Background: an optimization exercise with open tools, aiming at small area. Do not read the settings as production practice.
RTL that was checked went through simulation tests only; none was proved equivalent to the original.
Function not checked in runs 2 to 4: the RTL went through the layout flow alone.
Power figures rest on the tool's default switching activity, not on a simulated workload.

**flow/design.v**
```verilog
`timescale 1ns/10fs
module baud_generator(
  input            clk    ,
  input            rst_n  ,       
  input  [15:0]    baud_config_i ,
  output reg       en_16x_baud_o
);
  reg    [15:0]    baud_count;
  wire   [15:0]    baud_count_p1 = baud_count + 16'd1;
  always @(posedge clk or negedge rst_n) begin
    if(!rst_n) begin
      en_16x_baud_o <= 1'b0;
      baud_count    <= 16'd0;
    end
    else if(baud_count_p1 == baud_config_i) begin
      baud_count    <= 16'd0;
      en_16x_baud_o <= 1'b1;
    end
    else begin
      baud_count    <= baud_count_p1;
      en_16x_baud_o <= 1'b0;
    end
  end
endmodule
`timescale 1ns/10fs
module bbfifo_16x8_mem (
  input                clk  ,
  input                wen_i   , 
  input   [7:0]        wdata_i , 
  input   [3:0]        waddr_i , 
  input   [3:0]        raddr_i , 
  output  [7:0]        rdata_o  
);
  reg  [7:0]       mregs [0:15];
  assign rdata_o = mregs[raddr_i];
  always @(posedge clk) begin
    if(wen_i == 1'b1)
      mregs[waddr_i] <= wdata_i;
  end
endmodule
`timescale 1ns/10fs
module bbfifo_16x8(
  input          clk   ,
  input          rst_n ,       
  input          read_i    ,       
  input          write_i   ,       
  input  [7:0]   data_in_i ,
  output [7:0]   data_out_o      ,    
  output         data_present_o  ,
  output         full_o    ,
  output         afull_o       
);
reg [4:0] rptr;
reg [4:0] wptr;
wire  full ;
wire  empty;
assign full_o     = full;
assign data_present_o = ~empty;
bbfifo_16x8_mem bbfifo_16x8_mem (
  .clk        (clk ),
  .wen_i      (write_i&(~full) ), 
  .wdata_i    (data_in_i ), 
  .waddr_i    (wptr[3:0] ), 
  .raddr_i    (rptr[3:0] ), 
  .rdata_o    (data_out_o )
);
always @(posedge clk or negedge rst_n)
  if(!rst_n)	
  	rptr <= 5'b0;
  else if(read_i && (!empty))
  	rptr <= rptr + 5'b1;
always @(posedge clk or negedge rst_n)
  if(!rst_n)
	  wptr <= 5'b0;
  else if(write_i && (!full))
  	wptr <= wptr + 5'b1;
wire [4:0] diff = wptr - rptr;
assign full    = (diff == 5'd16);
assign empty   = (diff == 5'd0);
assign afull_o = (diff == 5'd15);
endmodule
`timescale 1ns/10fs
module kcuart_rx(
  input            clk    ,
  input            rst_n  ,       
  input            msb_first_i      ,    
  input            parity_en_i      ,    
  input            start_polarity_i ,    
  input            en_16x_baud_i ,
  input            serial_in_i   ,
  output reg [7:0] data_out_o  ,
  output reg       data_strobe_o      
);
  wire [3:0] bit_count_p1;
  reg  [3:0] bit_count;
  wire [3:0] baud_count_p1;
  reg  [3:0] baud_count;
  reg        serial_in_d1, serial_in_d2, serial_in_d3;
  wire       calculated_parity;
  reg        start_bit, stop_bit;
  wire       mismatch_parity;
  reg  [8:0] received_data;
  wire [7:0] par_data;
  reg        rx_active;
  reg        stop_condtion;
  wire       break_condition;
  wire       start_polarity = start_polarity_i;
  wire       stop_polarity = ~start_polarity;
  always @(posedge clk or negedge rst_n) begin
    if(!rst_n)
      {serial_in_d1, serial_in_d2, serial_in_d3} <= 3'b0;
    else
      {serial_in_d1, serial_in_d2, serial_in_d3} <= {serial_in_i, serial_in_d1, serial_in_d2};
  end
  wire   serial_negedge = (serial_in_d2 == 1'b0 && serial_in_d3 == 1'b1);
  wire   serial_posedge = (serial_in_d2 == 1'b1 && serial_in_d3 == 1'b0);
  wire   start_condition = (start_polarity == 1'b0) ? (serial_negedge == 1'b1 && bit_count[3:0] == 4'd0 && rx_active == 1'b0)
                                                    : (serial_posedge == 1'b1 && bit_count[3:0] == 4'd0 && rx_active == 1'b0);    
  always @(posedge clk or negedge rst_n) begin
    if(!rst_n)
      rx_active <= 1'b0;
    else if(start_condition == 1'b1)
      rx_active <= 1'b1;
    else if(bit_count == 4'd1 && start_bit != start_polarity)   
      rx_active <= 1'b0;
    else if(stop_condtion == 1'b1)
      rx_active <= 1'b0;
  end
  assign baud_count_p1 = baud_count + 1;
  always @(posedge clk or negedge rst_n) begin
    if(!rst_n)
      baud_count <= 4'd0;
    else if(en_16x_baud_i == 1'b1 && rx_active == 1'b1)
      baud_count <= baud_count_p1;
    else if(rx_active == 1'b0)
      baud_count <= 4'd0;
  end
  wire [3:0] bit_num = (parity_en_i == 1'b0) ? 10 : 11;
  assign bit_count_p1 = bit_count + 1;
  always @(posedge clk or negedge rst_n) begin
    if(!rst_n)
      bit_count <= 4'd0;
    else if(en_16x_baud_i == 1'b1 && baud_count == 4'd15 && rx_active == 1'b1) begin
      if(bit_count < (bit_num - 1))
        bit_count <= bit_count_p1;
      else if(bit_count >= (bit_num - 1))
        bit_count <= 4'd0;
    end
    else if(rx_active == 1'b0)
      bit_count <= 4'd0;
  end
  always @(posedge clk or negedge rst_n) begin
    if(!rst_n)
      stop_condtion <= 0;
    else 
      stop_condtion <= (baud_count == 4'd8 && bit_count == (bit_num - 1) && en_16x_baud_i == 1'b1) ? 1 : 0; 
  end
  always @(posedge clk or negedge rst_n) begin
    if(!rst_n) begin
      received_data <= 9'h0;
      start_bit     <= 1'b1;
      stop_bit      <= 1'b1;
    end
    else if(en_16x_baud_i == 1'b1 && baud_count == 4'd8 && rx_active == 1'b1) begin
      case(bit_count)
        4'd0:  start_bit        <= serial_in_d3 ;  
        4'd1:  received_data[0] <= serial_in_d3 ;
        4'd2:  received_data[1] <= serial_in_d3 ;
        4'd3:  received_data[2] <= serial_in_d3 ;
        4'd4:  received_data[3] <= serial_in_d3 ;
        4'd5:  received_data[4] <= serial_in_d3 ;
        4'd6:  received_data[5] <= serial_in_d3 ;
        4'd7:  received_data[6] <= serial_in_d3 ;
        4'd8:  received_data[7] <= serial_in_d3 ;
        4'd9:  
          if(parity_en_i == 1'b1)
            received_data[8] <= serial_in_d3 ; 
          else
            stop_bit         <= serial_in_d3 ;
        4'd10: 
          if(parity_en_i == 1'b1)
            stop_bit <= serial_in_d3 ;
      endcase
    end
    else if(rx_active == 1'b0) begin
      received_data <= 9'h0;
      start_bit     <= start_polarity;
      stop_bit      <= stop_polarity;
    end
  end
  assign break_condition = (stop_bit != stop_polarity && bit_count == (bit_num - 1)) ? 1 : 0;
  assign par_data[7:0] = (msb_first_i == 1'b0) ? received_data[7:0] : {received_data[0], received_data[1], received_data[2],
                           received_data[3], received_data[4], received_data[5], received_data[6], received_data[7]};
  assign calculated_parity = ^received_data[7:0];
  assign mismatch_parity = (parity_en_i == 1'b1 && calculated_parity != received_data[8]) ? 1'b1 : 1'b0;
  always @(posedge clk or negedge rst_n) begin
    if(!rst_n) 
      data_strobe_o <= 1'b0;
    else 
      data_strobe_o <= (stop_condtion == 1'b1 && break_condition == 1'b0 && mismatch_parity == 1'b0);
  end
  always @(posedge clk) begin
    if(stop_condtion == 1'b1)
      data_out_o <= par_data[7:0];
  end
endmodule
`timescale 1ns/10fs
module kcuart_tx(
  input          clk     ,
  input          rst_n   ,       
  input          msb_first_i      ,     
  input          parity_en_i      ,     
  input          start_polarity_i ,     
  input  [7:0]   data_in_i        ,
  input          send_character_i ,
  input          en_16x_baud_i   ,
  output reg     serial_out_o     ,
  output reg     tx_complete_o      
);
  wire [3:0]      bit_count_p1;
  reg  [3:0]      bit_count;
  wire [3:0]      baud_count_p1;
  reg  [3:0]      baud_count;
  wire       start_polarity = start_polarity_i;
  wire       stop_polarity = ~start_polarity;
  assign baud_count_p1 = baud_count + 1;
  always @(posedge clk or negedge rst_n) begin
    if(!rst_n)
      baud_count <= 4'd0;
    else if(send_character_i == 1'b0)
      baud_count <= 4'd0;
    else if(en_16x_baud_i == 1'b1)
      baud_count <= baud_count_p1;
  end
  wire [3:0] bit_num = (parity_en_i == 1'b0) ? 10 : 11;
  assign bit_count_p1 = bit_count + 1;
  always @(posedge clk or negedge rst_n) begin
    if(!rst_n)
      bit_count <= 4'd0;
    else if(en_16x_baud_i == 1'b1 && baud_count == 4'd15) begin
      if(bit_count < (bit_num - 1) && send_character_i == 1'b1)
        bit_count <= bit_count_p1;
      else if(send_character_i == 1'b0 || bit_count >= (bit_num - 1))
        bit_count <= 4'd0;
    end
  end
  wire         parity_bit = ^data_in_i[7:0];
  wire [8:0]   data_sent = (msb_first_i == 1'b0) ? {parity_bit, data_in_i[7:0]} : {parity_bit, data_in_i[0], data_in_i[1],
                                  data_in_i[2], data_in_i[3], data_in_i[4], data_in_i[5], data_in_i[6], data_in_i[7]};
  always @(posedge clk or negedge rst_n) begin
    if(!rst_n)
      serial_out_o <= 1'b1;
    else if(en_16x_baud_i == 1'b1) begin
      if(baud_count == 4'b0 && send_character_i == 1'b1) 
        case(bit_count)
          4'd0:  serial_out_o <= start_polarity;  
          4'd1:  serial_out_o <= data_sent[0];
          4'd2:  serial_out_o <= data_sent[1];
          4'd3:  serial_out_o <= data_sent[2];
          4'd4:  serial_out_o <= data_sent[3];
          4'd5:  serial_out_o <= data_sent[4];
          4'd6:  serial_out_o <= data_sent[5];
          4'd7:  serial_out_o <= data_sent[6];
          4'd8:  serial_out_o <= data_sent[7];
          4'd9:  
            if(parity_en_i == 1'b1) 
              serial_out_o <= data_sent[8];
            else
              serial_out_o <= stop_polarity;    
          default: serial_out_o <= stop_polarity;
        endcase
      else if(send_character_i == 1'b0)
        serial_out_o <= stop_polarity;
    end
  end
  always @(posedge clk or negedge rst_n) begin
    if(!rst_n)
      tx_complete_o <= 1'b0;
    else if(en_16x_baud_i == 1'b1) begin
      if(bit_count == (bit_num - 1) && baud_count == 4'd15)
        tx_complete_o <= 1'b1;
      else
        tx_complete_o <= 1'b0;
    end
    else
      tx_complete_o <= 1'b0;
  end
endmodule
`timescale 1ns/10fs
module uart_rx(
  input          clk      ,
  input          rst_n    ,       
  input          msb_first_i       ,       
  input          parity_en_i       ,       
  input          start_polarity_i  ,       
  input          serial_in_i       ,
  output [7:0]   data_out_o        ,
  input          read_buffer_i     ,
  input          reset_buffer_i    ,                     
  input          en_16x_baud_i    ,
  output reg     buffer_data_present_o
);
  wire  reset_buffer_n = rst_n & (~reset_buffer_i);
  wire  data_strobe;
  always @(posedge clk or negedge reset_buffer_n) begin
    if(!reset_buffer_n)
      buffer_data_present_o <= 1'b0;
    else if(data_strobe)
      buffer_data_present_o <= 1'b1;
    else if(read_buffer_i)
      buffer_data_present_o <= 1'b0;
  end
  kcuart_rx kcuart_rx(
    .clk              (clk)    ,
    .rst_n            (rst_n)  ,    
    .parity_en_i      (parity_en_i),    
    .msb_first_i      (msb_first_i),                          
    .start_polarity_i (start_polarity_i),
    .serial_in_i      (serial_in_i ),
    .en_16x_baud_i    (en_16x_baud_i ),
    .data_out_o       (data_out_o ),
    .data_strobe_o    (data_strobe )  
  );
endmodule
`timescale 1ns/10fs
module uart_tx(
  input          clk      ,
  input          rst_n    ,       
  input          msb_first_i       ,    
  input          parity_en_i       ,    
  input          start_polarity_i  ,    
  input  [7:0]   data_in_i         ,
  input          write_buffer_i    ,       
  input          reset_buffer_i    ,       
  input          en_16x_baud_i    ,
  output         serial_out_o        ,
  output         buffer_full_o       ,
  output         buffer_afull_o
);
  wire  reset_buffer_n = rst_n & (~reset_buffer_i);
  wire  tx_complete;
  wire  data_present;
  wire  [7:0] fifo_dout;
  bbfifo_16x8 bbfifo_16x8(
    .clk              (clk),
    .rst_n            (reset_buffer_n),      
    .read_i           (tx_complete),      
    .write_i          (write_buffer_i),      
    .data_in_i        (data_in_i),
    .data_out_o       (fifo_dout),    
    .data_present_o   (data_present),
    .full_o           (buffer_full_o),
    .afull_o          (buffer_afull_o)
  );                                
  kcuart_tx kcuart_tx(
    .clk              (clk),
    .rst_n            (rst_n),    
    .parity_en_i      (parity_en_i),    
    .msb_first_i      (msb_first_i),                          
    .start_polarity_i (start_polarity_i),
    .data_in_i        (fifo_dout),
    .send_character_i (data_present),
    .en_16x_baud_i    (en_16x_baud_i),
    .serial_out_o     (serial_out_o),
    .tx_complete_o    (tx_complete)  
  );
endmodule
`timescale 1ns/10fs
module uart_regs(
  input                bus2ip_clk      ,
  input                bus2ip_rst_n    ,
  input  [15:0]        bus2ip_addr_i   ,
  input  [15:0]        bus2ip_data_i   ,
  input                bus2ip_wr_ce_i  ,     
  output reg           parity_en_o         ,       
  output reg           msb_first_o         ,       
  output reg           start_polarity_o    ,       
  output reg           reset_buffer_o      ,       
  output reg [15:0]    baud_config_o
);
  parameter BASEADDR = 4'h0;
  reg    reset_buffer, reset_buffer_d1, reset_buffer_d2;
  always @(posedge bus2ip_clk or negedge bus2ip_rst_n) begin
    if(!bus2ip_rst_n) begin
      baud_config_o[15:0] <= 16'd68;          
      parity_en_o         <= 1'b0;
      msb_first_o         <= 1'b0;
      start_polarity_o    <= 1'b0;
      reset_buffer        <= 1'b0;
    end
    else if(bus2ip_wr_ce_i == 1'b1 && bus2ip_addr_i[15:12] == BASEADDR) begin
      case(bus2ip_addr_i[11:0])
        12'h000:   baud_config_o[15:0]        <= bus2ip_data_i[15:0];
        12'h001:   {parity_en_o, msb_first_o, start_polarity_o} <= bus2ip_data_i[2:0] ;
        12'h002:   reset_buffer               <= bus2ip_data_i[0]   ;
      endcase
    end
    else
      reset_buffer       <= 1'b0;
  end
  always @(posedge bus2ip_clk or negedge bus2ip_rst_n) begin
    if(!bus2ip_rst_n) begin
      {reset_buffer_d1, reset_buffer_d2} <= 2'b0;
      reset_buffer_o  <= 1'b0;
    end
    else begin
      {reset_buffer_d1, reset_buffer_d2} <= {reset_buffer, reset_buffer_d1};
      reset_buffer_o  <= (reset_buffer | reset_buffer_d1) & (~reset_buffer_d2);
    end
  end
endmodule
`timescale 1ns/10fs
module bus_master(
  input                  clk               ,
  input                  rst_n             ,       
  input                  en_16x_baud_i        ,
  input  [7:0]           rx_data_out_i            ,
  output                 rx_read_buffer_o         ,
  input                  rx_buffer_data_present_i ,
  output reg [7:0]       tx_data_in_o           ,
  output reg             tx_write_buffer_o      ,       
  input                  tx_buffer_full_i       ,
  input                  tx_buffer_afull_i,
  output  [15:0]         bus2ip_addr_o   ,
  output  [15:0]         bus2ip_data_o   ,
  output                 bus2ip_rd_ce_o  ,     
  output                 bus2ip_wr_ce_o  ,     
  input   [15:0]         ip2bus_data_i
);
  parameter SOF = 8'haa;
  parameter EOF = 8'hd5;
  parameter TIMEOUT_VALUE = 12'd3200;   
  wire          present = rx_buffer_data_present_i;
  wire          get_sof_p1;
  reg           get_sof_done;
  wire          get_eof_p1;
  reg           get_eof_done;
  reg  [11:0]   baud_timer;
  reg  [5:0]    byte_count;
  reg  [5:0]    expected_count;
  wire [5:0]    byte_count_p1 = byte_count + 6'd1;
  always @(posedge clk or negedge rst_n) begin
    if(!rst_n)
      baud_timer <= 12'd0;
    else if(present == 1'b1 || get_eof_done == 1'b1)
      baud_timer <= 12'd0;
    else if(en_16x_baud_i == 1'b1 && baud_timer < TIMEOUT_VALUE)
      baud_timer <= baud_timer + 12'd1;
  end
  wire baud_timeout = (baud_timer == TIMEOUT_VALUE);
  assign get_sof_p1 = present && (rx_data_out_i == SOF);
  assign get_eof_p1 = present && (rx_data_out_i == EOF) && (byte_count == expected_count);
  wire   sof = (get_sof_done == 1'b0 && get_sof_p1 == 1'b1);
  always @(posedge clk or negedge rst_n) begin
    if(!rst_n)
      get_sof_done <= 1'b0;
    else if(baud_timeout == 1'b1 || (get_eof_done == 1'b0 && get_eof_p1 == 1'b1))
      get_sof_done <= 1'b0;
    else if(get_sof_p1 == 1'b1)
      get_sof_done <= 1'b1;
  end
  always @(posedge clk or negedge rst_n) begin
    if(!rst_n)
      get_eof_done <= 1'b0;
    else if(sof)
      get_eof_done <= 1'b0;
    else if(get_eof_p1 == 1'b1)
      get_eof_done <= 1'b1;
  end
  always @(posedge clk or negedge rst_n) begin
    if(!rst_n)
      byte_count <= 6'd0;
    else if(sof)
      byte_count <= 6'd1;
    else if(present == 1'b1 && get_eof_p1 == 1'b0 && get_eof_done == 1'b0)
      byte_count <= byte_count_p1;
    else if(baud_timeout == 1'b1 || get_eof_done == 1'b1)
      byte_count <= 6'd0;
  end
  wire [3:0]    opcode = rx_data_out_i[7:4];
  reg           write_reg;
  reg           read_reg;
  reg  [3:0]    burst_len;  
  reg  [15:0]   base_addr;
  always @(posedge clk or negedge rst_n) begin
    if(!rst_n) begin
      write_reg <= 1'b0;
      read_reg  <= 1'b0;
    end
    else if(sof) begin
      write_reg <= 1'b0;
      read_reg  <= 1'b0;
    end
    else if(byte_count == 6'd1 && present == 1'b1) begin
      read_reg  <= (opcode == 4'b0000);
      write_reg <= (opcode == 4'b0001);
    end
  end
  always @(posedge clk) begin
    if(byte_count == 6'd1 && present == 1'b1)
      burst_len <= rx_data_out_i[3:0];
  end
  always @(posedge clk) begin
    if(byte_count == 6'd2 && present == 1'b1)
      base_addr[15:8] <= rx_data_out_i;
    if(byte_count == 6'd3 && present == 1'b1)
      base_addr[7:0]  <= rx_data_out_i;
  end
  always @(posedge clk or negedge rst_n) begin
    if(!rst_n)
      expected_count <= 6'd63;
    else if(read_reg == 1'b1)
      expected_count <= 6'd5;
    else if(write_reg == 1'b1)
      expected_count <= {1'b0, burst_len, 1'b1} + 6'd6;
  end
  reg  [15:0]  wring [0:15];
  reg  [3:0]   wphase;
  reg          wpend;
  reg          wpend_hi;
  reg  [3:0]   wpend_word;
  wire [5:0]   wpos = byte_count - 6'd4;
  wire         wcapture = present == 1'b1 && write_reg == 1'b1 && !sof && byte_count >= 6'd4 && byte_count <= 6'd35;
  wire         winsert  = wpend && (wpend_word == wphase);
  always @(posedge clk or negedge rst_n) begin
    if(!rst_n)
      wphase <= 4'd0;
    else
      wphase <= wphase + 4'd1;
  end
  always @(posedge clk or negedge rst_n) begin
    if(!rst_n)
      wpend <= 1'b0;
    else if(wcapture)
      wpend <= 1'b1;
    else if(winsert)
      wpend <= 1'b0;
  end
  always @(posedge clk) begin
    if(wcapture) begin
      wpend_hi   <= ~wpos[0];
      wpend_word <= wpos[4:1];
    end
  end
  integer k;
  always @(posedge clk) begin
    for(k = 0; k < 15; k = k + 1)
      wring[k] <= wring[k+1];
    wring[15][15:8] <= (winsert && wpend_hi)  ? rx_data_out_i : wring[0][15:8];
    wring[15][7:0]  <= (winsert && !wpend_hi) ? rx_data_out_i : wring[0][7:0];
  end
  reg  [7:0]  calculated_fcs;
  reg         fcs_matched;
  always @(posedge clk or negedge rst_n) begin
    if(!rst_n)
      calculated_fcs <= 8'h0;
    else if(sof)
      calculated_fcs <= 8'h0;
    else if(byte_count != 6'd0 && present == 1'b1)
      calculated_fcs <= calculated_fcs ^ rx_data_out_i;
  end
  always @(posedge clk or negedge rst_n) begin
    if(!rst_n)
      fcs_matched <= 1'b0;
    else if(sof)
      fcs_matched <= 1'b0;
    else if(byte_count_p1 == expected_count && present == 1'b1)
      fcs_matched <= (calculated_fcs == rx_data_out_i);
  end
  reg         write_in_progress;
  reg  [4:0]  write_step;
  reg         write_enable;
  always @(posedge clk or negedge rst_n) begin
    if(!rst_n)
      write_in_progress <= 1'b0;
    else if(fcs_matched == 1'b1 && write_reg == 1'b1 && get_eof_done == 1'b0 && get_eof_p1 == 1'b1)
      write_in_progress <= 1'b1;
    else if(write_step == {burst_len, 1'b1})
      write_in_progress <= 1'b0;
  end
  always @(posedge clk or negedge rst_n) begin
    if(!rst_n)
      write_step <= 5'd0;
    else if(sof)
      write_step <= 5'd0;
    else if(write_in_progress == 1'b1)
      write_step <= write_step + 5'd1;
  end
  always @(posedge clk or negedge rst_n) begin
    if(!rst_n)
      write_enable <= 1'b0;
    else
      write_enable <= write_in_progress;
  end
  reg         read_in_progress;
  reg  [4:0]  read_step;
  reg         read_enable;
  reg         read_enable_d1;
  reg  [15:0] read_data [0:15];
  always @(posedge clk or negedge rst_n) begin
    if(!rst_n)
      read_in_progress <= 1'b0;
    else if(fcs_matched == 1'b1 && read_reg == 1'b1 && get_eof_done == 1'b0 && get_eof_p1 == 1'b1)
      read_in_progress <= 1'b1;
    else if(read_step == {burst_len, 1'b1})
      read_in_progress <= 1'b0;
  end
  always @(posedge clk or negedge rst_n) begin
    if(!rst_n)
      read_step <= 5'd0;
    else if(sof)
      read_step <= 5'd0;
    else if(read_in_progress == 1'b1)
      read_step <= read_step + 5'd1;
  end
  always @(posedge clk or negedge rst_n) begin
    if(!rst_n) begin
      read_enable    <= 1'b0;
      read_enable_d1 <= 1'b0;
    end
    else begin
      read_enable    <= read_in_progress;
      read_enable_d1 <= read_enable;
    end
  end
  wire [4:0]  write_step_m1 = write_step - 5'd1;
  wire [4:0]  read_step_m1  = read_step - 5'd1;
  always @(posedge clk) begin
    if(read_enable == 1'b1 && read_step[0] == 1'b0)
      read_data[read_step_m1[4:1]] <= ip2bus_data_i;
  end
  reg    get_eof_done_d1;
  always @(posedge clk or negedge rst_n) begin
    if(!rst_n)
      get_eof_done_d1 <= 1'b0;
    else
      get_eof_done_d1 <= get_eof_done;
  end
  assign rx_read_buffer_o = (write_in_progress || read_in_progress || (get_eof_done & (~get_eof_done_d1))) ? 1'b0 : present;
  reg         tx_start;
  reg         tx_in_progress;
  reg  [5:0]  tx_count;
  reg  [3:0]  tx_burst_len, tx_burst_len_z1;
  reg  [15:0] tx_base_addr, tx_base_addr_z1;
  wire [5:0]  tx_last = {1'b0, tx_burst_len_z1, 1'b1} + 6'd6;    
  wire        tx_ok = (tx_buffer_full_i == 1'b0 && tx_buffer_afull_i == 1'b0);
  wire        read_done = (read_enable_d1 == 1'b1 && read_enable == 1'b0);
  always @(posedge clk or negedge rst_n) begin
    if(!rst_n)
      tx_start <= 1'b0;
    else if(read_done)
      tx_start <= 1'b1;
    else if(tx_in_progress == 1'b0)
      tx_start <= 1'b0;
  end
  always @(posedge clk) begin
    if(read_done) begin
      tx_burst_len <= burst_len;
      tx_base_addr <= base_addr;
    end
  end
  always @(posedge clk or negedge rst_n) begin
    if(!rst_n)
      tx_in_progress <= 1'b0;
    else if(tx_start == 1'b1 && tx_in_progress == 1'b0)
      tx_in_progress <= 1'b1;
    else if(tx_count == tx_last && tx_ok)
      tx_in_progress <= 1'b0;
  end
  always @(posedge clk) begin
    if(tx_start == 1'b1 && tx_in_progress == 1'b0) begin
      tx_burst_len_z1 <= tx_burst_len;
      tx_base_addr_z1 <= tx_base_addr;
    end
  end
  always @(posedge clk or negedge rst_n) begin
    if(!rst_n)
      tx_count <= 6'h0;
    else if(tx_in_progress == 1'b1 && tx_ok)
      tx_count <= tx_count + 6'd1;
    else if(tx_in_progress == 1'b0)
      tx_count <= 6'h0;
  end
  wire [3:0]  tx_word = tx_count[4:1] - 4'd2;
  wire [15:0] tx_rd   = read_data[tx_word];
  reg  [7:0]  tx_byte;
  always @(*) begin
    case(tx_count)
      6'd0   :  tx_byte = 8'haa;
      6'd1   :  tx_byte = {4'b0, tx_burst_len_z1};
      6'd2   :  tx_byte = tx_base_addr_z1[15:8];
      6'd3   :  tx_byte = tx_base_addr_z1[7:0];
      default:  tx_byte = tx_count[0] ? tx_rd[7:0] : tx_rd[15:8];
    endcase
  end
  reg  tx_in_progress_d1;
  reg  [7:0] tx_fcs;
  always @(posedge clk or negedge rst_n) begin
    if(!rst_n)
      tx_in_progress_d1 <= 0;
    else
      tx_in_progress_d1 <= tx_in_progress;
   end
  always @(posedge clk or negedge rst_n) begin
    if(!rst_n)
      tx_fcs <= 8'h0;
    else if(tx_in_progress == 1'b1 && tx_in_progress_d1 == 1'b1 && tx_ok)
      tx_fcs <= tx_byte ^ tx_fcs;
    else if(tx_in_progress == 1'b0)
      tx_fcs <= 8'h0;
  end
  always @(posedge clk) begin
    if(tx_count == tx_last - 6'd1)
      tx_data_in_o <= tx_fcs;
    else if(tx_count == tx_last)
      tx_data_in_o <= 8'hd5;
    else
      tx_data_in_o <= tx_byte;
  end
  always @(posedge clk or negedge rst_n) begin
    if(!rst_n)
      tx_write_buffer_o <= 1'b0;
    else
      tx_write_buffer_o <= tx_in_progress && tx_ok;
  end
  wire [3:0]  bus_word = write_enable ? write_step_m1[4:1] : read_step_m1[4:1];
  assign bus2ip_addr_o  = base_addr + {12'h0, bus_word};
  wire [3:0]  wring_pos = write_step_m1[4:1] - wphase;
  assign bus2ip_data_o  = wring[wring_pos];
  assign bus2ip_rd_ce_o = read_enable;
  assign bus2ip_wr_ce_o = write_enable;
endmodule
`timescale 1ns/10fs
module uart_core(
  input                  clk     ,
  input                  rst_n   ,       
  input                  serial_in_i     ,
  output                 serial_out_o    ,  
  output  [15:0]         bus2ip_addr_o   ,
  output  [15:0]         bus2ip_data_o   ,
  output                 bus2ip_rd_ce_o  ,     
  output                 bus2ip_wr_ce_o  ,     
  input   [15:0]         ip2bus_data_i
);
  wire          parity_en ; 
  wire          msb_first ; 
  wire          start_polarity;
  wire          en_16x_baud;
  wire          reset_buffer;
  wire [7:0]    rx_data_out ;
  wire          rx_read_buffer;
  wire          rx_buffer_data_present;
  wire  [7:0]   tx_data_in         ; 
  wire          tx_write_buffer    ; 
  wire          tx_buffer_full     ; 
  wire          tx_buffer_afull;
  wire  [15:0]  baud_config  ;
  uart_rx uart_rx(
    .clk                   (clk ),
    .rst_n                 (rst_n ),     
    .parity_en_i           (parity_en ),     
    .msb_first_i           (msb_first ),     
    .start_polarity_i      (start_polarity),
    .serial_in_i           (serial_in_i ),
    .data_out_o            (rx_data_out ),
    .read_buffer_i         (rx_read_buffer ),
    .reset_buffer_i        (reset_buffer ),                     
    .en_16x_baud_i         (en_16x_baud ),
    .buffer_data_present_o (rx_buffer_data_present )
  );
  uart_tx uart_tx(
    .clk                   (clk ) , 
    .rst_n                 (rst_n ) , 
    .parity_en_i           (parity_en ) , 
    .msb_first_i           (msb_first ) , 
    .start_polarity_i      (start_polarity),
    .data_in_i             (tx_data_in ) , 
    .write_buffer_i        (tx_write_buffer ) , 
    .reset_buffer_i        (reset_buffer ) , 
    .en_16x_baud_i         (en_16x_baud ) , 
    .serial_out_o          (serial_out_o ) , 
    .buffer_full_o         (tx_buffer_full ) , 
    .buffer_afull_o        (tx_buffer_afull )
  );
  baud_generator  baud_generator(
    .clk                   (clk )   ,
    .rst_n                 (rst_n)  ,
    .baud_config_i         (baud_config )  ,
    .en_16x_baud_o         (en_16x_baud )
  );
  uart_regs  uart_regs(
    .bus2ip_clk            (clk   ),
    .bus2ip_rst_n          (rst_n ),
    .bus2ip_addr_i         (bus2ip_addr_o  ),
    .bus2ip_data_i         (bus2ip_data_o  ),
    .bus2ip_wr_ce_i        (bus2ip_wr_ce_o ),
    .parity_en_o           (parity_en    ) ,     
    .msb_first_o           (msb_first    ) ,    
    .start_polarity_o      (start_polarity),
    .reset_buffer_o        (reset_buffer ) ,   
    .baud_config_o         (baud_config  ) 
  );
  bus_master  bus_master(
    .clk                     (clk        ),
    .rst_n                   (rst_n      ),      
    .en_16x_baud_i           (en_16x_baud   ),
    .rx_data_out_i           (rx_data_out            ) ,
    .rx_read_buffer_o        (rx_read_buffer         ) ,
    .rx_buffer_data_present_i(rx_buffer_data_present ) ,
    .tx_data_in_o            (tx_data_in          ) ,
    .tx_write_buffer_o       (tx_write_buffer     ) ,
    .tx_buffer_full_i        (tx_buffer_full      ) ,
    .tx_buffer_afull_i       (tx_buffer_afull),
    .bus2ip_addr_o           (bus2ip_addr_o   ) ,
    .bus2ip_data_o           (bus2ip_data_o   ) ,
    .bus2ip_rd_ce_o          (bus2ip_rd_ce_o  ) ,  
    .bus2ip_wr_ce_o          (bus2ip_wr_ce_o  ) , 
    .ip2bus_data_i           (ip2bus_data_i ) 
  );
endmodule
```
**flow/flow/run.sh**
```bash
#!/bin/bash
set -o pipefail
export CTS_ARGS="-sink_clustering_enable -repair_clock_nets -dont_use_dummy_load -sink_clustering_size 28 -sink_clustering_max_diameter 60"
export BUFFER_PORTS_ARGS="-buffer_cell sky130_fd_sc_hd__buf_1"
bash standard.sh > standard.log 2>&1
```
**flow/standard.sh**
```bash
#!/bin/bash
# synth_recipe.tcl (not shown) runs the flow's synth.tcl, then flattens the netlist and writes it again
# the make line also repeats each setting of config.mk as NAME=value (left out here)
make -C /OpenROAD-flow-scripts/flow DESIGN_CONFIG=/design/flow/config.mk WORK_HOME=/design/flow/orfs CLKGATE_MAP_FILE= SYNTH_SCRIPT=/design/flow/synth_recipe.tcl "${@:-finish}"
```
**flow/config.mk**
```make
export PLATFORM = sky130hd
export DESIGN_NAME = uart_core
export DESIGN_NICKNAME = uart_core
export VERILOG_FILES = /design/flow/design.v
export SDC_FILE = /design/flow/constraint.sdc
export NUM_CORES = 4
export LEC_CHECK = 0
export CAP_MARGIN = 20
export CORE_MARGIN = 2
export CORE_UTILIZATION = 60
export SLEW_MARGIN = 20
```
**flow/constraint.sdc**
```tcl
create_clock -name core_clock -period 8.0 [get_ports {clk}]
set_input_delay 1.6000 -clock core_clock [delete_from_list [all_inputs] [get_ports {clk}]]
set_output_delay 1.6000 -clock core_clock [all_outputs]
set_load 0.01 [all_outputs]
```
==> results of run 1 <==
==> layer usage <==
| metal | share of wire, % | wire length, um |
|---|---|---|
| met1 | 45 | 33800 |
| met2 | 47 | 35700 |
| met3 | 5.3 | 3970 |
| met4 | 2.4 | 1790 |
| met5 | 0.027 | 20 |
==> power by group <==
| part | switching (mW) | internal [mW] | leakage (nW) |
|---|---|---|---|
| sequential | 0.00486 | 4.74 | 8.15 |
| clock | 1.35 | 1.13 | 0.628 |
| combinational | 0.0422 | 0.00742 | 4.17 |
| total | 1.40 | 5.88 | 12.9 |
==> cells in the final DEF, fill, tap and decap left out, types with 41 or more instances in the layout <==
cell type / synthesis / final
dfrtp_1: 151 / 148
dfxtp_1: 264 / 264
xor2_1: 79 / 77
xnor2_1: 88 / 87
nand3_1: 52 / 52
mux2_2: 62 / 62
o21ai_0: 64 / 64
inv_1: 57 / 57
nand2_1: 121 / 121
clkbuf_16: 0 / 51
edfxtp_1: 457 / 457
nor2_1: 161 / 145
a21oi_1: 67 / 67
ha_1: 56 / 55
buf_4: 9 / 41
mux4_2: 102 / 102
buf_1: 13 / 52
mux2i_1: 78 / 78
==> how the worst min path moves through the flow <==
stage                     slack, ns  depth (start not counted)                       to               startpoint
after floorplan                0.32                          0  bus_master.wring[6][12]  bus_master.wring[7][12]
after global placement         0.33                          0  bus_master.wring[14][1]  bus_master.wring[15][1]
after detailed placement       0.33                          0   bus_master.wring[7][9]   bus_master.wring[8][9]
after CTS                      0.29                          0   bus_master.wring[4][1]   bus_master.wring[5][1]
after global routing           0.29                          0   bus_master.wring[4][1]   bus_master.wring[5][1]
final                          0.30                          0   bus_master.wring[4][1]   bus_master.wring[5][1]
==> metrics by stage <==
stage | setup WS (ns) | util [%] | power, mW
4_1_cts | 1.39 | 64.4 | 7.33
3_3_place_gp | 2.13 | 62.2 | 4.90
3_5_place_dp | 2.05 | 62.2 | 4.90
6_report | 1.41 | 64.4 | 7.28
2_1_floorplan | 3.30 | - | 4.86
5_1_grt | 1.10 | 64.4 | 7.50
==> logic make-up (layout without fill, tap and decap cells) <==
logic type / count (synthesis) / after routing / share of synthesized area [%]
muxes: 243 / 243 / 11.0
and+or+nand+nor: 544 / 544 / 7.68
xor gates and xnor gates: 169 / 169 / 4.33
buffers and inverters: 178 / 206 / 2.26
AOI/OAI and AO/OA: 312 / 312 / 6.07
adders and majority gates: 59 / 59 / 2.19
DFF: 882 / 882 / 66.5
==> synthesized netlist by cell type (all sizes together), types with 26 or more instances <==
cell,n,area (um^2)
inv,57,214
and2,37,231
mux2,62,698
mux2i,78,781
buf,46,287
xor2,80,708
dfxtp,264,5290
mux4,103,2320
nand2,122,460
nand3,52,260
a221oi,32,280
nor2,163,617
edfxtp,457,13700
ha,56,701
nand4,26,163
dfrtp,151,3780
o21ai,65,325
a21oi,69,353
xnor2,88,771
clkbuf,71,268
nor3,38,190
==> critical path: stages (launching register included) <==
cell      delay (ns)
dfrtp_1         0.46
inv_1           0.07
ha_1            0.33
ha_2            0.77
clkinv_1        0.81
nor2_2          0.91
nand3_1         0.15
o31ai_1         0.10
a21oi_1         0.06
o221ai_1        0.19
o21a_1          0.32
buf_1           0.20
==> area by class of cell <==
cell class              count  area share, %
inverters                  61          0.619
multi-input cells        1327           29.6
repair buffers             94           1.38
flip-flops and latches    882           62.4
well taps                 765           2.59
clock buffers              51           3.45
==> impl_results.md, run 1 <==
- Mapped Cells: 2387
- Max-cap check violation count: 0
- Area Growth Syn to Fin: 6.65%
- DIE WIDTH: 244 um
- Hold-fix buffers, CTS: 0
- Pin count of the biggest net entering global routing: 71
- Synth warn: 9
- Avg Cell Area, Syn: 14.5 um^2
- Most used routing layer in global routing: met2
- CTS HTree Levels: 2
- Leak: 12.9 nW
- Hold crit path type: reg -> reg
- Initial Util: 60.4%
- Overflow after GRT: 0
- Hold Fails Final Rpt: 0
- Clk pin slew, worst setup/hold paths: 0.10 ns
- Pins Over Slew Limit: 0
- Post-route cell area: 37000 um^2
- Worst Setup EP: bus2ip_data_o[4]
- Core ar.: 57400 um^2
- Crit start category: register
- Remaining antenna violation count after routing: 0
- Fraction of registers with async set/reset: 18.3%
- Cells after DPL: 3129
- Final Cycle Share: 82.4%
- Minimum clock period: 6.59 ns
- Skew final: 0.0683 ns
- Detail Placement HPWL: 49500 um
- Yosys reg bits: 882
- Initial antenna violation count: 2
- RSZ-0062 raised after global routing: no
- Crit path DAT: 4.99 ns
- Multi-input logic area: 10900 um^2
- Crit path from: bus_master.write_step[0]
- Met2 usage: 41.4%
- DIE HEIGHT: 244 um
- Cell Area, Placed: 35700 um^2
- Internal reg-to-reg setup slack: 3.43 ns
- Worst slew margin: 29.5%
- Seq. cell area: 23100 um^2
- Max clock buf depth: 3
- Register area share after synthesis: 66.5%
- VDD IR max: 0.181 mV
- Power Density: 197 nW/um^2
- DR vias/cell: 6.08
- GR Layer Usage met1: 37.7%
- Synth Flop Type: edfxtp_1
- Die footprint: 59700 um^2
- Setup_tns: 0 ns
- CP required: 6.40 ns
- Port bufs: 53
- Depth of the worst register-to-register path: 15
- Inserted Clock Buffers: 51
- Final WL: 75300 um
- Crit Path Category: reg -> out
- Vias in the first global route: 19600
- Layout Cells excl Fill: 3180
- Post-DR wirelength/cell: 23.7 um
- Drt drc: 0
- Mapped cell area: 34700 um^2
- Distinct cells, synth: 80
- Status: complete, no violations
- CTS tree: yes
- Detailed-router iteration count before antenna repair: 6
- Synthesized Nets: 2465
- Critical path fanouts, max: 34
- Detailed-route via count: 19300
- Share of cells above drive strength 1: 12.8%
- Maximum clock frequency: 152 MHz
- Worst R2R Start: bus_master.write_step[0]
- FILL cells: 4187
- Initial DRC Count: 1632
- Floorplan row count: 88
- Worst-Skew Late Latency: 0.64 ns
- Clock sinks: 882
- Fin nets: 2495
- Final setup vio count: 0
- CP Capture Type: output pin
- IO Pins: 54
- Post-CTS Setup Bufs: 0
- ANT cells: 0
- Reg-to-Reg End: uart_regs.baud_config_o[4]
- CTS Root Cell: clkbuf_16
- EDFF count, synth: 457
- GPL Wtd Cong: 0.858
- CTS resizes: 0
- Met3 GRT Util: 3.76%
- Total track usage: 25.9%
- Worst Tran Pin Value: 1.06 ns
- First-pass GRT wire length: 117000 um
- Hold_ws: 0.297 ns
==> run 2: changes to the inputs <==
--- a/flow/design.v
+++ b/flow/design.v
@@ -44,6 +44,8 @@
   input          rst_n ,       
   input          read_i    ,       
   input          write_i   ,       
+  input          store_i   ,       
+  input          clear_i   ,       
   input  [7:0]   data_in_i ,
   output [7:0]   data_out_o      ,    
   output         data_present_o  ,
@@ -56,11 +58,12 @@
 wire  empty;
 assign full_o     = full;
 assign data_present_o = ~empty;
+wire [3:0] store_addr = wptr[3:0] + {3'b0, write_i & ~clear_i};
 bbfifo_16x8_mem bbfifo_16x8_mem (
   .clk        (clk ),
-  .wen_i      (write_i&(~full) ), 
+  .wen_i      (store_i ), 
   .wdata_i    (data_in_i ), 
-  .waddr_i    (wptr[3:0] ), 
+  .waddr_i    (store_addr ), 
   .raddr_i    (rptr[3:0] ), 
   .rdata_o    (data_out_o )
 );
@@ -155,26 +158,20 @@
     else 
       stop_condtion <= (baud_count == 4'd8 && bit_count == (bit_num - 1) && en_16x_baud_i == 1'b1) ? 1 : 0; 
   end
+  reg  [7:0] data_bits;
+  reg        parity_bit;
   always @(posedge clk or negedge rst_n) begin
     if(!rst_n) begin
-      received_data <= 9'h0;
+      parity_bit    <= 1'b0;
       start_bit     <= 1'b1;
       stop_bit      <= 1'b1;
     end
     else if(en_16x_baud_i == 1'b1 && baud_count == 4'd8 && rx_active == 1'b1) begin
       case(bit_count)
         4'd0:  start_bit        <= serial_in_d3 ;  
-        4'd1:  received_data[0] <= serial_in_d3 ;
-        4'd2:  received_data[1] <= serial_in_d3 ;
-        4'd3:  received_data[2] <= serial_in_d3 ;
-        4'd4:  received_data[3] <= serial_in_d3 ;
-        4'd5:  received_data[4] <= serial_in_d3 ;
-        4'd6:  received_data[5] <= serial_in_d3 ;
-        4'd7:  received_data[6] <= serial_in_d3 ;
-        4'd8:  received_data[7] <= serial_in_d3 ;
         4'd9:  
           if(parity_en_i == 1'b1)
-            received_data[8] <= serial_in_d3 ; 
+            parity_bit <= serial_in_d3 ; 
           else
             stop_bit         <= serial_in_d3 ;
         4'd10: 
@@ -183,11 +180,26 @@
       endcase
     end
     else if(rx_active == 1'b0) begin
-      received_data <= 9'h0;
+      parity_bit    <= 1'b0;
       start_bit     <= start_polarity;
       stop_bit      <= stop_polarity;
     end
   end
+  always @(posedge clk) begin
+    if(en_16x_baud_i == 1'b1 && baud_count == 4'd8 && rx_active == 1'b1) begin
+      case(bit_count)
+        4'd1:  data_bits[0] <= serial_in_d3 ;
+        4'd2:  data_bits[1] <= serial_in_d3 ;
+        4'd3:  data_bits[2] <= serial_in_d3 ;
+        4'd4:  data_bits[3] <= serial_in_d3 ;
+        4'd5:  data_bits[4] <= serial_in_d3 ;
+        4'd6:  data_bits[5] <= serial_in_d3 ;
+        4'd7:  data_bits[6] <= serial_in_d3 ;
+        4'd8:  data_bits[7] <= serial_in_d3 ;
+      endcase
+    end
+  end
+  always @(*) received_data = {parity_bit, data_bits};
   assign break_condition = (stop_bit != stop_polarity && bit_count == (bit_num - 1)) ? 1 : 0;
   assign par_data[7:0] = (msb_first_i == 1'b0) ? received_data[7:0] : {received_data[0], received_data[1], received_data[2],
                            received_data[3], received_data[4], received_data[5], received_data[6], received_data[7]};
@@ -199,10 +211,7 @@
     else 
       data_strobe_o <= (stop_condtion == 1'b1 && break_condition == 1'b0 && mismatch_parity == 1'b0);
   end
-  always @(posedge clk) begin
-    if(stop_condtion == 1'b1)
-      data_out_o <= par_data[7:0];
-  end
+  always @(*) data_out_o = par_data;
 endmodule
 `timescale 1ns/10fs
 module kcuart_tx(
@@ -331,6 +340,7 @@
   input          start_polarity_i  ,    
   input  [7:0]   data_in_i         ,
   input          write_buffer_i    ,       
+  input          write_now_i       ,       
   input          reset_buffer_i    ,       
   input          en_16x_baud_i    ,
   output         serial_out_o        ,
@@ -345,7 +355,9 @@
     .clk              (clk),
     .rst_n            (reset_buffer_n),      
     .read_i           (tx_complete),      
-    .write_i          (write_buffer_i),      
+    .write_i          (write_buffer_i),
+    .store_i          (write_now_i),
+    .clear_i          (reset_buffer_i),      
     .data_in_i        (data_in_i),
     .data_out_o       (fifo_dout),    
     .data_present_o   (data_present),
@@ -419,6 +431,7 @@
   input                  rx_buffer_data_present_i ,
   output reg [7:0]       tx_data_in_o           ,
   output reg             tx_write_buffer_o      ,       
+  output                 tx_write_now_o         ,
   input                  tx_buffer_full_i       ,
   input                  tx_buffer_afull_i,
   output  [15:0]         bus2ip_addr_o   ,
@@ -673,10 +686,8 @@
       tx_base_addr_z1 <= tx_base_addr;
     end
   end
-  always @(posedge clk or negedge rst_n) begin
-    if(!rst_n)
-      tx_count <= 6'h0;
-    else if(tx_in_progress == 1'b1 && tx_ok)
+  always @(posedge clk) begin
+    if(tx_in_progress == 1'b1 && tx_ok)
       tx_count <= tx_count + 6'd1;
     else if(tx_in_progress == 1'b0)
       tx_count <= 6'h0;
@@ -701,27 +712,26 @@
     else
       tx_in_progress_d1 <= tx_in_progress;
    end
-  always @(posedge clk or negedge rst_n) begin
-    if(!rst_n)
-      tx_fcs <= 8'h0;
-    else if(tx_in_progress == 1'b1 && tx_in_progress_d1 == 1'b1 && tx_ok)
+  always @(posedge clk) begin
+    if(tx_in_progress == 1'b1 && tx_in_progress_d1 == 1'b1 && tx_ok)
       tx_fcs <= tx_byte ^ tx_fcs;
     else if(tx_in_progress == 1'b0)
       tx_fcs <= 8'h0;
   end
-  always @(posedge clk) begin
+  always @(*) begin
     if(tx_count == tx_last - 6'd1)
-      tx_data_in_o <= tx_fcs;
+      tx_data_in_o = tx_fcs;
     else if(tx_count == tx_last)
-      tx_data_in_o <= 8'hd5;
+      tx_data_in_o = 8'hd5;
     else
-      tx_data_in_o <= tx_byte;
+      tx_data_in_o = tx_byte;
   end
+  assign tx_write_now_o = tx_in_progress && tx_ok;
   always @(posedge clk or negedge rst_n) begin
     if(!rst_n)
       tx_write_buffer_o <= 1'b0;
     else
-      tx_write_buffer_o <= tx_in_progress && tx_ok;
+      tx_write_buffer_o <= tx_write_now_o;
   end
   wire [3:0]  bus_word = write_enable ? write_step_m1[4:1] : read_step_m1[4:1];
   assign bus2ip_addr_o  = base_addr + {12'h0, bus_word};
@@ -752,6 +762,7 @@
   wire          rx_buffer_data_present;
   wire  [7:0]   tx_data_in         ; 
   wire          tx_write_buffer    ; 
+  wire          tx_write_now       ; 
   wire          tx_buffer_full     ; 
   wire          tx_buffer_afull;
   wire  [15:0]  baud_config  ;
@@ -776,6 +787,7 @@
     .start_polarity_i      (start_polarity),
     .data_in_i             (tx_data_in ) , 
     .write_buffer_i        (tx_write_buffer ) , 
+    .write_now_i           (tx_write_now ) , 
     .reset_buffer_i        (reset_buffer ) , 
     .en_16x_baud_i         (en_16x_baud ) , 
     .serial_out_o          (serial_out_o ) , 
@@ -809,6 +821,7 @@
     .rx_buffer_data_present_i(rx_buffer_data_present ) ,
     .tx_data_in_o            (tx_data_in          ) ,
     .tx_write_buffer_o       (tx_write_buffer     ) ,
+    .tx_write_now_o          (tx_write_now        ) ,
     .tx_buffer_full_i        (tx_buffer_full      ) ,
     .tx_buffer_afull_i       (tx_buffer_afull),
     .bus2ip_addr_o           (bus2ip_addr_o   ) ,
==> impl_results.md, run 2 <==
- Status: complete, no violations
- Final WL: 74100 um (-1.6%)
- Detailed-route via count: 19300 (-0.18%)
- Synth Flop Type: edfxtp_1
- Xor/xnor share of the synthesized area: 4.51% (+0.18 points)
- IO Pins: 54 (unchanged)
- Power Density: 195 nW/um^2 (-1.1%)
- Fin nets: 2495 (unchanged)
- Synth Area in Simple Gates: 8.10% (+0.42 points)
- Register area share after synthesis: 66.3% (-0.22 points)
- DIE WIDTH: 243 um (-0.46%)
- CTS tree: yes
- Clk pin slew, worst setup/hold paths: 0.09 ns (about the same)
- Post-synth top cells: edfxtp_1, dfxtp_1, nor2_1
- Max clock buf depth: 3 (unchanged)
- Distinct cells, synth: 82 (+2.5%)
- Final Core Density: 65.0% (+0.52 points)
- Yosys reg bits: 866 (-1.8%)
- Largest area contributor in the netlist: edfxtp_1
- Maximum clock frequency: 152 MHz (about the same)
- Mux contribution to synthesized area: 10.9% (-0.031 points)
- Hold crit path type: reg -> async
- Crit Path Category: reg -> out
- Cells after DPL: 3122 (-0.22%)
- Avg Cell Area, Syn: 14.5 um^2 (about the same)
- Total track usage: 25.3% (-0.51 points)
- Worst-Skew Late Latency: 0.64 ns (about the same)
- Pins Over Slew Limit: 0 (unchanged)
- Floorplan row count: 87 (-1.1%)
- Pin count of the biggest net entering global routing: 81 (+14%)
- Worst Tran Pin Value: 1.06 ns (+0.00391 ns)
- First-pass GRT wire length: 115000 um (-1.7%)
- ANT cells: 0 (unchanged)
- Most frequent cells in the layout: edfxtp_1, dfxtp_1, nor2_1
- Final Cycle Share: 82.4% (about the same)
- Top cells by area, synth: edfxtp_1, dfxtp_1, dfrtp_1
- GPL Wtd Cong: 0.891 (+3.9%)
- Synth warn: 9 (unchanged)
- RSZ-0062 raised after global routing: no
- Comb power frac: 0.6% (about the same)
- Synthesized Nets: 2444 (-0.85%)
- Overflow after GRT: 0 (unchanged)
- Clock power frac: 33.9% (-0.2 points)
- Worst slew margin: 29.0% (-0.52 points)
- Inserted Clock Buffers: 49 (-3.9%)
- Initial Util: 60.8% (+0.36 points)
- Mapped Cells: 2367 (-0.84%)
- Drt drc: 0 (unchanged)
- Internal Power: 5.77 mW (-1.9%)
- CP required: 6.40 ns (about the same)
- Psw: 1.38 mW (-1.3%)
- Flop pwr share: 65.5% (+0.2 points)
- FILL cells: 4122 (-1.6%)
- Core ar.: 56500 um^2 (-1.5%)
- Yosys top cell area share: 41.2% (+1.6 points)
- Post-DR wirelength/cell: 23.4 um (-1.4%)
- Most common cell in the netlist: edfxtp_1
- Max-cap check violation count: 0 (unchanged)
- Detailed-router iteration count before antenna repair: 6 (unchanged)
- Remaining antenna violation count after routing: 0 (unchanged)
- EDFF count, synth: 471 (+3.1%)
- Sw frac: 19.3% (+0.11 points)
- Compound-Gate Fraction of Synth Area: 5.83% (-0.24 points)
- Initial DRC Count: 1659 (+1.7%)
- Port bufs: 53 (unchanged)
- VDD IR max: 0.190 mV (+4.7%)
- Minimum clock period: 6.59 ns (+0.00298 ns)
- CTS HTree Levels: 2 (unchanged)
- Setup WS pre-CTS: 2.07 ns (+0.0211 ns)
- Hold Fails Final Rpt: 0 (unchanged)
- Largest family of logic cells by synthesized area: multiplexers
- Die footprint: 59200 um^2 (-0.92%)
- Share of cells above drive strength 1: 11.9% (-0.96 points)
- Initial antenna violation count: 0 (-2)
- Leak: 13.0 nW (+0.12%)
- Skew final: 0.0718 ns (+0.00352 ns)
- CTS Root Cell: clkbuf_16
- DR vias/cell: 6.09 (about the same)
- Adder-Cell Fraction of Synth Area: 2.18% (-0.016 points)
- Crit start category: register
- Post-CTS Setup Bufs: 0 (unchanged)
- Cell Area, Placed: 35500 um^2 (-0.63%)
- Mapped cell area: 34300 um^2 (-0.93%)
- Final setup vio count: 0 (unchanged)
- Crit path DAT: 4.99 ns (about the same)
- Clock sinks: 866 (-1.8%)
- Post-route cell area: 36700 um^2 (-0.72%)
- Area Growth Syn to Fin: 6.88%
- Detail Placement HPWL: 48300 um (-2.5%)
- Layout Cells excl Fill: 3172 (-0.25%)
- Hold-fix buffers, CTS: 0 (unchanged)
- Final worst setup slack: 1.41 ns (-0.00298 ns)
- Fraction of registers with async set/reset: 16.1% (-2.2 points)
- CP Capture Type: output pin
- Setup_tns: 0 ns (unchanged)
- Commonest non-fill, non-tap cell in the layout: edfxtp_1
- DIE HEIGHT: 243 um (-0.46%)
- Vias in the first global route: 19700 (+0.39%)
- Critical path fanouts, max: 24 (-29%)
- CTS resizes: 0 (unchanged)
[run 2: cell count changes after synthesis, sizes merged, moves of 11 or more]
cell | before | now
a221oi | 32 | 21
a31oi | 24 | 12
and2 | 37 | 21
clkbuf | 71 | 53
dfrtp | 151 | 129
edfxtp | 457 | 471
inv | 57 | 69
mux2 | 62 | 35
mux2i | 78 | 67
mux4 | 103 | 117
nand2 | 122 | 138
nor2 | 163 | 190
nor3 | 38 | 27
[run 2: cell type report]
type	instances	area [um^2]	share of cell area, %
repair buffers	101	564	1.54
clock buffers	49	1230	3.34
well taps	756	946	2.58
multi-input cells	1330	10900	29.8
flip-flops and latches	866	22800	62.0
inverters	70	263	0.716
[run 2: layer usage]
metal / wire length (um) / part of all wire (%) / track usage, % / vias to the layer above
met3: 3380 / 4.6 / 3.24 / 116
met1: 31600 / 43 / 34.5 / 9830
met2: 37200 / 50 / 43.3 / 492
met5: 0 / 0 / 0 / -
met4: 1900 / 2.6 / 6.98 / 0
li1: - / - / - / 8864
[run 2: critical path, stage by stage (launching register included)]
cell	delay [ns]
dfrtp_1	0.42
inv_1	0.08
ha_1	0.35
ha_2	0.21
fa_2	0.92
buf_4	0.36
nand2b_1	0.16
nor2_1	0.76
a21oi_1	0.18
nand3_1	0.11
o21ai_0	0.09
a21oi_1	0.51
buf_1	0.21
[run 2: kinds of logic after synthesis]
logic type      after synthesis
compound gates              301
xor+xnor                    173
fa+ha+maj                    58
buf+inv                     171
flops                       866
mux                         219
simple gates                579
[run 2: worst paths after layout]
kind	startpoint	endpoint	slack, ns	cells after the start
setup / recovery	bus_master.write_step[0]	bus2ip_data_o[4]	1.41	12
hold / removal	uart_regs.reset_buffer_o	uart_rx.buffer_data_present_o	0.25	1
setup reg to reg	bus_master.read_step[0]	uart_regs.baud_config_o[3]	3.38	14
hold reg to reg	uart_regs.reset_buffer_o	uart_rx.buffer_data_present_o	0.25	1
max in group asynchronous	rst_n	bus_master.byte_count[0]	5.72	2
min in group core_clock	bus_master.wring[3][13]	bus_master.wring[2][13]	0.32	0
[run 2: power groups by stage]
stage          clock network, mW  registers, mW  logic, mW
2_1_floorplan                  0           4.78     0.0109
3_3_place_gp                   0           4.78     0.0419
3_5_place_dp                   0           4.78     0.0443
4_1_cts                     2.47           4.68     0.0446
5_1_grt                     2.61           4.68     0.0505
6_report                    2.42           4.68     0.0436
[run 2: metrics by stage]
stage | power (mW) | hold slack [ns]
5_1_grt | 7.34 | 0.293
6_report | 7.15 | 0.254
3_5_place_dp | 4.82 | 0.282
2_1_floorplan | 4.79 | 0.324
4_1_cts | 7.20 | 0.256
3_3_place_gp | 4.82 | 0.296
==> run 3: changes to the inputs <==
==> flow/flow/run.sh (replaced) <==
#!/bin/bash
set -o pipefail
export CTS_ARGS="-sink_clustering_enable -repair_clock_nets -dont_use_dummy_load -sink_clustering_size 34 -sink_clustering_max_diameter 70"
export BUFFER_PORTS_ARGS="-buffer_cell sky130_fd_sc_hd__buf_1"
bash standard.sh > standard.log 2>&1
==> impl_results.md, run 3 <==
- Status: complete, no violations
- Power Density: 190 nW/um^2 (-2.2%)
- Overflow after GRT: 0 (unchanged)
- Flop pwr share: 67.3% (+1.8 points)
- Yosys reg bits: 866 (unchanged)
- Synth Area in Simple Gates: 8.10% (unchanged)
- Final WL: 73700 um (-0.51%)
- Initial DRC Count: 1617 (-2.5%)
- Most frequent cells in the layout: edfxtp_1, dfxtp_1, nor2_1
- Worst slew margin: 28.2% (-0.85 points)
- Mapped cell area: 34300 um^2 (unchanged)
- Clk pin slew, worst setup/hold paths: 0.08 ns (about the same)
- Final worst setup slack: 1.48 ns (+0.0690 ns)
- Commonest non-fill, non-tap cell in the layout: edfxtp_1
- Final Cycle Share: 81.6% (-0.86 points)
- Initial antenna violation count: 0 (unchanged)
- Remaining antenna violation count after routing: 0 (unchanged)
- Synthesized Nets: 2444 (unchanged)
- Drt drc: 0 (unchanged)
- Worst Tran Pin Value: 1.07 ns (+0.0127 ns)
- Largest area contributor in the netlist: edfxtp_1
- Area Growth Syn to Fin: 6.37%
- Die footprint: 59200 um^2 (unchanged)
- DR vias/cell: 6.08 (about the same)
- Synth Flop Type: edfxtp_1
- Psw: 1.33 mW (-3.3%)
- Final Core Density: 64.7% (-0.31 points)
- Slowest Stage Delay on Critical Path: 0.91 ns (about the same)
- CTS HTree Levels: 2 (unchanged)
- Setup WS pre-CTS: 2.07 ns (unchanged)
- Compound-Gate Fraction of Synth Area: 5.83% (unchanged)
- Detailed-router iteration count before antenna repair: 6 (unchanged)
- Critical path fanouts, max: 24 (unchanged)
- Max-cap check violation count: 0 (unchanged)
- Worst-Skew Late Latency: 0.62 ns (-0.02 ns)
- Pin count of the biggest net entering global routing: 81 (unchanged)
- Core ar.: 56500 um^2 (unchanged)
- Hold crit path type: reg -> async
- ANT cells: 0 (unchanged)
- Clock sinks: 866 (unchanged)
- Critical path's slowest cell: fa_2
- Cell Area, Placed: 35500 um^2 (unchanged)
- GPL Wtd Cong: 0.891 (unchanged)
- Pins Over Slew Limit: 0 (unchanged)
- Floorplan row count: 87 (unchanged)
- Mapped Cells: 2367 (unchanged)
- Post-CTS Setup Bufs: 0 (unchanged)
- Most common cell in the netlist: edfxtp_1
- Yosys top cell area share: 41.2% (unchanged)
- Layout Cells excl Fill: 3165 (-0.22%)
- DIE WIDTH: 243 um (unchanged)
- Clock power frac: 32.1% (-1.8 points)
- CTS tree: yes
- Maximum clock frequency: 153 MHz (+1.1%)
- DIE HEIGHT: 243 um (unchanged)
- Fin nets: 2488 (-0.28%)
- Internal Power: 5.62 mW (-2.5%)
- Distinct cells, synth: 82 (unchanged)
- Register area share after synthesis: 66.3% (unchanged)
- Detailed-route via count: 19200 (-0.28%)
- Minimum clock period: 6.52 ns (-0.0690 ns)
- Crit path DAT: 4.92 ns (-0.07 ns)
- Largest family of logic cells by synthesized area: multiplexers
- Sw frac: 19.2% (-0.12 points)
- Xor/xnor share of the synthesized area: 4.51% (unchanged)
- Total track usage: 25.2% (-0.15 points)
- Detail Placement HPWL: 48300 um (unchanged)
- Leak: 12.9 nW (-0.67%)
- Depth of the worst register-to-register path: 13 (-1)
- Hold-fix buffers, CTS: 0 (unchanged)
- EDFF count, synth: 471 (unchanged)
- Comb power frac: 0.6% (about the same)
- Tot Pwr: 6.96 mW (-2.7%)
- Hold Fails Final Rpt: 0 (unchanged)
- FILL cells: 4149 (+0.66%)
- Share of cells above drive strength 1: 11.6% (-0.26 points)
- Avg Cell Area, Syn: 14.5 um^2 (unchanged)
- Hold_ws: 0.278 ns (+0.0235 ns)
- Top cells by area, synth: edfxtp_1, dfxtp_1, dfrtp_1
- Skew final: 0.0734 ns (+0.00153 ns)
- Final setup vio count: 0 (unchanged)
- First-pass GRT wire length: 115000 um (-0.64%)
- CP Capture Type: output pin
- Setup_tns: 0 ns (unchanged)
- CTS resizes: 0 (unchanged)
- Cells after DPL: 3122 (unchanged)
- Port bufs: 53 (unchanged)
- Max clock buf depth: 3 (unchanged)
- Crit Path Category: reg -> out
- Synth warn: 9 (unchanged)
- Fraction of registers with async set/reset: 16.1% (unchanged)
- CP cell instances: inv_1 > ha_1 > ha_2 > fa_2 > buf_4 > nand2b_1 > nor2_1 > a21oi_1 > nand3_1 > o21ai_0 > a21oi_1 > buf_1
- Mux contribution to synthesized area: 10.9% (unchanged)
- Inserted Clock Buffers: 42 (-14%)
- Worst path most repeated cell: a21oi_1
- Post-route cell area: 36500 um^2 (-0.48%)
- VDD IR max: 0.195 mV (+2.7%)
- Initial Util: 60.8% (unchanged)
- CP required: 6.40 ns (about the same)
- Post-DR wirelength/cell: 23.3 um (-0.29%)
- Post-synth top cells: edfxtp_1, dfxtp_1, nor2_1
- RSZ-0062 raised after global routing: no
- IO Pins: 54 (unchanged)
- CTS Root Cell: clkbuf_16
- Adder-Cell Fraction of Synth Area: 2.18% (unchanged)
- Vias in the first global route: 19500 (-1.1%)
- Crit start category: register
-- run 3: cell count changes in the layout (fill, tap and decap cells not counted) --
cell       delta
clkbuf_16     -7
-- run 3: logic make-up (layout without fill, tap and decap cells) --
| family | Yosys count | in the layout |
|---|---|---|
| flops | 866 | 866 |
| simple gates | 579 | 579 |
| mux | 219 | 219 |
| fa+ha+maj | 58 | 58 |
| compound gates | 301 | 301 |
| buf+inv | 171 | 213 |
| xor+xnor | 173 | 173 |
-- run 3: critical path, delay by kind of cell (launching register included) --
family,cells,cell delay (ns)
buf+inv,3,0.66
simple gates,3,1.01
fa+ha+maj,3,1.46
flops,1,0.43
compound gates,3,0.79
-- run 3: final timing paths --
| check | from | endpoint | slack, ns |
|---|---|---|---|
| worst max-delay path | bus_master.write_step[0] | bus2ip_data_o[4] | 1.48 |
| worst min-delay path | uart_regs.reset_buffer_o | uart_rx.buffer_data_present_o | 0.28 |
| worst max register to register | bus_master.write_step[0] | uart_regs.baud_config_o[3] | 3.43 |
| worst min register to register | uart_regs.reset_buffer_o | uart_rx.buffer_data_present_o | 0.28 |
| max in group asynchronous | rst_n | bus_master.read_step[1] | 5.67 |
| min in group core_clock | bus_master.wring[6][0] | bus_master.wring[5][0] | 0.28 |
-- run 3: area by class of cell --
type | instances | area (um^2) | share of cell area (%)
inverter | 70 | 263 | 0.719
tap | 756 | 946 | 2.59
multi-input combinational | 1330 | 10900 | 30.0
sequential | 866 | 22800 | 62.3
timing repair buffer | 101 | 564 | 1.54
clock buffer | 42 | 1050 | 2.88
-- run 3: power by group through the flow --
| stage | combinational (mW) | sequential [mW] | clock, mW |
|---|---|---|---|
| floorplan | 0.0109 | 4.78 | 0 |
| global placement | 0.0419 | 4.78 | 0 |
| detailed placement | 0.0443 | 4.78 | 0 |
| CTS | 0.0446 | 4.68 | 2.28 |
| global route | 0.0506 | 4.68 | 2.41 |
| finish | 0.0438 | 4.68 | 2.23 |
-- run 3: routing by layer --
layer  vias up  track usage, %  share of wire [%]
li1       8843               -                  -
met1      9817            34.6                 43
met2       483            43.1                 50
met3       104            2.94                4.2
met4         0            6.44                2.4
met5         -               0                  0
==> run 4: changes to the inputs <==
==> flow/flow/run.sh (replaced) <==
#!/bin/bash
set -o pipefail
export CTS_ARGS="-sink_clustering_enable -repair_clock_nets -dont_use_dummy_load -sink_clustering_size 30 -sink_clustering_max_diameter 100"
export BUFFER_PORTS_ARGS="-buffer_cell sky130_fd_sc_hd__buf_1"
bash standard.sh > standard.log 2>&1
==> impl_results.md, run 4 <==
- Post-DR wirelength/cell: 23.3 um (+0.20%)
- VDD IR max: 0.189 mV (-2.9%)
- Hold Fails Final Rpt: 0 (unchanged)
- CP required: 6.40 ns (about the same)
- Maximum clock frequency: 153 MHz (-0.46%)
- Initial DRC Count: 1609 (-0.49%)
- Post-synth top cells: edfxtp_1, dfxtp_1, nor2_1
- Critical path fanouts, max: 24 (unchanged)
- CTS HTree Levels: 2 (unchanged)
- Flop pwr share: 69.0% (+1.7 points)
- Hold crit path type: reg -> async
- Leak: 12.8 nW (-0.67%)
- Post-CTS Setup Bufs: 0 (unchanged)
- Internal Power: 5.48 mW (-2.6%)
- ANT cells: 0 (unchanged)
- Synthesized Nets: 2444 (unchanged)
- CP Capture Type: output pin
- Critical path's slowest cell: nor2_1
- CP cell instances: inv_1 > ha_1 > xnor2_1 > fa_2 > or2_2 > nor2_1 > a222oi_1 > nand2_1 > o21ai_0 > a21oi_1 > buf_1
- Psw: 1.30 mW (-2.2%)
- Fraction of registers with async set/reset: 16.1% (unchanged)
- Sw frac: 19.2% (+0.060 points)
- Remaining antenna violation count after routing: 0 (unchanged)
- Setup_tns: 0 ns (unchanged)
- Seq. cell area: 22800 um^2 (unchanged)
- Final setup vio count: 0 (unchanged)
- Inserted Clock Buffers: 35 (-17%)
- Hold-fix buffers, CTS: 0 (unchanged)
- Minimum clock period: 6.55 ns (+0.0303 ns)
- Yosys top cell area share: 41.2% (unchanged)
- Max clock buf depth: 3 (unchanged)
- Final Cycle Share: 81.9% (+0.38 points)
- Most frequent cells in the layout: edfxtp_1, dfxtp_1, nor2_1
- RSZ-0062 raised after global routing: no
- Setup WS pre-CTS: 2.07 ns (unchanged)
- Final WL: 73700 um (about the same)
- Buf/Inv on CP: 2 (-1)
- Crit path DAT: 4.95 ns (+0.03 ns)
- DIE HEIGHT: 243 um (unchanged)
- CTS tree: yes
- Fin nets: 2481 (-0.28%)
- Detailed-route via count: 19200 (-0.43%)
- Total track usage: 25.2% (about the same)
- Mapped cell area: 34300 um^2 (unchanged)
- Floorplan row count: 87 (unchanged)
- Worst Tran Pin Value: 1.07 ns (-0.00454 ns)
- Worst R2R Start: bus_master.write_step[0]
- Hold_ws: 0.308 ns (+0.0302 ns)
- DIE WIDTH: 243 um (unchanged)
- Crit path from: bus_master.write_step[0]
- Status: complete, no violations
- Register area share after synthesis: 66.3% (unchanged)
- Final worst setup slack: 1.45 ns (-0.0303 ns)
- Commonest non-fill, non-tap cell in the layout: edfxtp_1
- Slowest Stage Delay on Critical Path: 0.83 ns (-0.08 ns)
- Worst slew margin: 28.5% (+0.30 points)
- Drt drc: 0 (unchanged)
- Clk pin slew, worst setup/hold paths: 0.11 ns (+0.03 ns)
- Crit start category: register
- Initial Util: 60.8% (unchanged)
- GPL Wtd Cong: 0.891 (unchanged)
- Max-cap check violation count: 0 (unchanged)
- Worst-Skew Late Latency: 0.61 ns (about the same)
- Clock power frac: 30.3% (-1.8 points)
- Most common cell in the netlist: edfxtp_1
- Skew final: 0.0566 ns (-0.0167 ns)
- Port bufs: 53 (unchanged)
- EDFF count, synth: 471 (unchanged)
- Vias in the first global route: 19500 (+0.031%)
- Initial antenna violation count: 0 (unchanged)
- Pins Over Slew Limit: 0 (unchanged)
-- run 4: cell families after synthesis --
| group | after synthesis | synth area share, % |
|---|---|---|
| DFF | 866 | 66.3 |
| muxes | 219 | 10.9 |
| and+or+nand+nor | 579 | 8.10 |
| AOI/OAI and AO/OA | 301 | 5.83 |
| xor gates and xnor gates | 173 | 4.51 |
| adders and majority gates | 58 | 2.18 |
| buffers and inverters | 171 | 2.16 |
-- run 4: final timing paths --
check	to	slack, ns	cells after the start
min	uart_rx.buffer_data_present_o	0.31	1
min in group core_clock	bus_master.wring[7][12]	0.32	0
max reg2reg	uart_regs.baud_config_o[3]	3.40	13
min reg2reg	uart_rx.buffer_data_present_o	0.31	1
max	bus2ip_data_o[10]	1.45	11
max in group asynchronous	bus_master.read_in_progress	5.72	2
-- run 4: final cells by class --
class	instances	share of cell area (%)
inverters	70	0.723
flip-flops and latches	866	62.6
well taps	756	2.60
repair buffers	101	1.55
multi-input cells	1330	30.1
clock buffers	35	2.41
-- run 4: stage by stage --
| step | cell area (um^2) | std cells | power, mW | util [%] |
|---|---|---|---|---|
| 6_report | 36400 | 3158 | 6.78 | 64.4 |
| 4_1_cts | 36300 | 3157 | 6.83 | 64.3 |
| 2_1_floorplan | 34300 | 2367 | 4.79 | - |
| 3_5_place_dp | 35500 | 3122 | 4.82 | 62.8 |
| 5_1_grt | 36400 | 3158 | 6.97 | 64.4 |
| 3_3_place_gp | 35400 | 3120 | 4.82 | 62.7 |
-- run 4: power by group through the flow --
stage	sequential [mW]	clock [mW]	combinational, mW
after floorplan	4.78	0	0.0109
after global placement	4.78	0	0.0419
after detailed placement	4.78	0	0.0443
after CTS	4.68	2.10	0.0446
after global routing	4.68	2.24	0.0506
final	4.68	2.06	0.0441
-- run 4: per-layer routing --
layer | GRT usage [%] | routed length, um | vias to the layer above
li1 | - | - | 8830
met1 | 34.6 | 32000 | 9759
met2 | 43.0 | 36800 | 475
met3 | 2.62 | 2880 | 101
met4 | 7.47 | 1980 | 0
met5 | 0 | 0 | -
-- run 4: worst reg2reg max path, stage by stage, from the launching register on --
cell	delay (ns)
dfrtp_1	0.44
inv_1	0.09
ha_1	0.22
xnor2_1	0.41
nand2_1	0.12
o21a_1	0.17
ha_1	0.29
a21o_1	0.17
a21oi_1	0.22
o21ai_1	0.22
a311oi_1	0.39
o221ai_1	0.25
or4_1	0.99
mux2_2	0.53

Check on run 4: ideal ports give 1.445 ns setup slack; a clkbuf_16 on the clock port and buf_2 on the inputs give 1.383 ns; moving port delays by the midpoint clock arrival (0.637 ns) as well gives 2.021 ns.
